This design comes from an exercise in tuning for small area on the open sky130 flow, not from production work. In this exercise RTL edits were held to simulation tests only and were not proved equivalent to the original. The clock port is modelled as an ideal driver; clocking choices that lean on that would not hold on a real chip. Power and IR drop assume default switching activity.

==> module clock_delay, before the edit <==
module clock_delay(
    input clk, rst, fast,
    output reg clock,
    output clock_rise
);
reg [9:0] count;
reg clock_q;
wire low = ~|count[8:0];
wire fb = count[9] ^ count[6] ^ low;
wire hit = fast ? (count == 10'b1000001001) : (count == 10'b1111010110);
always @(posedge clk) begin
	clock_q <= clock;  
	if (rst) begin
		count <= 0;
		clock <= 0;
	end else begin
		if (hit) begin
			clock <= ~clock;
			count <= 10'd1;
		end else
			count <= {count[8:0], fb};
	end
end
assign clock_rise = clock & ~clock_q;
endmodule
==> module alternate, before the edit <==
module alternate(
    input clk, rst,
    input step,
    input [13:0] big_bin,
    output reg [3:0] small_bin,
    output [3:0] AN
);
reg [1:0] cnt;
reg on;
wire d0 = ~cnt[1] & ~cnt[0], d1 = ~cnt[1] & cnt[0], d2 = cnt[1] & ~cnt[0], d3 = cnt[1] & cnt[0];
wire [3:0] dig = ({4{d0}} & big_bin[3:0]) | ({4{d1}} & {1'b0, big_bin[6:4]}) |
                 ({4{d2}} & big_bin[10:7]) | ({4{d3}} & {1'b0, big_bin[13:11]});
always @(posedge clk) begin
	cnt[0] <= ~rst & (cnt[0] ^ step);
	cnt[1] <= ~rst & (cnt[1] ^ (cnt[0] & step));
	on <= ~rst & (on | step);
	small_bin <= {4{~rst}} & (step ? dig : small_bin);
end
assign AN[0] = on & ~d1;
assign AN[1] = on & ~d2;
assign AN[2] = on & ~d3;
assign AN[3] = on & ~d0;
endmodule
==> flow/config.mk <==
export PLATFORM = sky130hd
export DESIGN_NAME = Kitchen_Timer
export DESIGN_NICKNAME = Kitchen_Timer
export VERILOG_FILES = /design/flow/design.v
export SDC_FILE = /design/flow/constraint.sdc
export NUM_CORES = 4
export LEC_CHECK = 0
export CAP_MARGIN = 20
export CORE_MARGIN = 2
export CORE_UTILIZATION = 70
export PLACE_DENSITY = 0.85
export SLEW_MARGIN = 20
==> flow/constraint.sdc <==
create_clock -name core_clock -period 10.0 [get_ports {clk}]
set_input_delay 2.0000 -clock core_clock [delete_from_list [all_inputs] [get_ports {clk}]]
set_output_delay 2.0000 -clock core_clock [all_outputs]
set_load 0.01 [all_outputs]
standard.sh (not shown) runs the stock make flow with config.mk's settings and CLKGATE_MAP_FILE= SYNTH_SCRIPT=/design/flow/synth_recipe.tcl, a recipe that flattens the netlist after the stock synthesis.
==> flow/flow/run.sh <==
#!/bin/bash
# The standard layout (standard.sh) with these changes:
#  - synthesis: synth_recipe.tcl unchanged except that its abc call uses flow/area.abc,
#    an area-oriented script (deepsyn, then area-recovering mapping), instead of ORFS's
#    speed script; the flip-flops and their names come from the same earlier passes;
#  - after floorplan, combinational cells go to their smallest size (flow/downsize.tcl);
#  - port buffers are buf_1;
#  - the clock tree uses clkbuf_4 and no dummy loads; after CTS, leaf buffers whose
#    flip-flops would see a clock slew near the limit become clkbuf_8 (flow/clk_upsize.tcl).
set -euo pipefail
here=$(pwd)
sed "1a proc abc {args} { set i [lsearch \$args -script]; if {\$i >= 0} { lset args [expr {\$i + 1}] $here/flow/area.abc }; yosys abc {*}\$args }" \
  synth_recipe.tcl > area_synth.tcl
bash standard.sh \
  SYNTH_SCRIPT="$here/area_synth.tcl" \
  POST_FLOORPLAN_TCL="$here/flow/downsize.tcl" \
  BUFFER_PORTS_ARGS="-buffer_cell sky130_fd_sc_hd__buf_1" \
  CTS_ARGS="-sink_clustering_enable -repair_clock_nets -dont_use_dummy_load -buf_list sky130_fd_sc_hd__clkbuf_4" \
  POST_CTS_TCL="$here/flow/clk_upsize.tcl" \
  finish > flow.log 2>&1
Other scripts of this flow, unchanged in this note and not shown: flow/flow/area.abc, flow/flow/clk_upsize.tcl, flow/flow/downsize.tcl
Rerun with:
--- a/flow/design.v
+++ b/flow/design.v
@@ -241,18 +241,16 @@
 reg clock_q;
 wire low = ~|count[8:0];
-wire fb = count[9] ^ count[6] ^ low;
-wire hit = fast ? (count == 10'b1000001001) : (count == 10'b1111010110);
+wire fb = count[9] ^ count[2] ^ low;
+wire hit = (count[9:4] == 6'b011010) & (count[2:0] == 3'b000) & (count[3] == fast);
 always @(posedge clk) begin
 	clock_q <= clock;  
 	if (rst) begin
-		count <= 0;
+		count <= 10'b0000100110;
 		clock <= 0;
-	end else begin
-		if (hit) begin
-			clock <= ~clock;
-			count <= 10'd1;
-		end else
-			count <= {count[8:0], fb};
-	end
+	end else if (hit) begin
+		clock <= ~clock;
+		count <= 10'b0001001101;
+	end else
+		count <= {count[8:0], fb};
 end
 assign clock_rise = clock & ~clock_q;
@@ -268,12 +266,16 @@
 reg [1:0] cnt;
 reg on;
-wire d0 = ~cnt[1] & ~cnt[0], d1 = ~cnt[1] & cnt[0], d2 = cnt[1] & ~cnt[0], d3 = cnt[1] & cnt[0];
-wire [3:0] dig = ({4{d0}} & big_bin[3:0]) | ({4{d1}} & {1'b0, big_bin[6:4]}) |
-                 ({4{d2}} & big_bin[10:7]) | ({4{d3}} & {1'b0, big_bin[13:11]});
+wire d0 = cnt == 2'd0, d1 = cnt == 2'd1, d2 = cnt == 2'd2, d3 = cnt == 2'd3;
 always @(posedge clk) begin
-	cnt[0] <= ~rst & (cnt[0] ^ step);
-	cnt[1] <= ~rst & (cnt[1] ^ (cnt[0] & step));
-	on <= ~rst & (on | step);
-	small_bin <= {4{~rst}} & (step ? dig : small_bin);
+	if (rst) begin
+		cnt <= 0;
+		on <= 0;
+		small_bin <= 0;
+	end else if (step) begin
+		cnt <= cnt + 1'b1;
+		on <= 1;
+		small_bin <= ({4{d0}} & big_bin[3:0]) | ({4{d1}} & {1'b0, big_bin[6:4]}) |
+		             ({4{d2}} & big_bin[10:7]) | ({4{d3}} & {1'b0, big_bin[13:11]});
+	end
 end
 assign AN[0] = on & ~d1;
Non-clock buffer count goes down by 1.
Global-route usage is lower by 0.44 points.
Synthesized area barely changes.
Fmax rises by 20%.
Design area stays flat.
Sequential power barely changes.

-- re-timing with driven ports --
How much do the figures lean on ideal ports? The routed layouts below were timed once more, with nothing changed but the port constraints.
Step 1 sets driving cells, clkbuf_16 on the clock port and buf_2 on the other inputs (assumed; they add their load-dependent delay and slew).
Step 2, shift: input delay + t, output delay - t, t = (earliest + latest rising clock arrival at the registers) / 2. This alone moves slack from input paths to output paths.
a / b / c = ideal / step 1 / step 2; a / b = the first two.
| run | t, ns | setup slack, ns | hold WS [ns] |
|---|---|---|---|
| the first run | 0.438 | 5.100 / 5.104 / 4.666 | 0.389 / 0.389 / 0.389 |
| the second run | 0.441 | 5.929 / 5.932 / 5.491 | 0.393 / 0.393 / 0.393 |
After both steps every run listed still meets setup and hold. The setup slack of the second run, which loses most, moves by +0.003 ns with the drivers and by -0.438 ns with both steps.
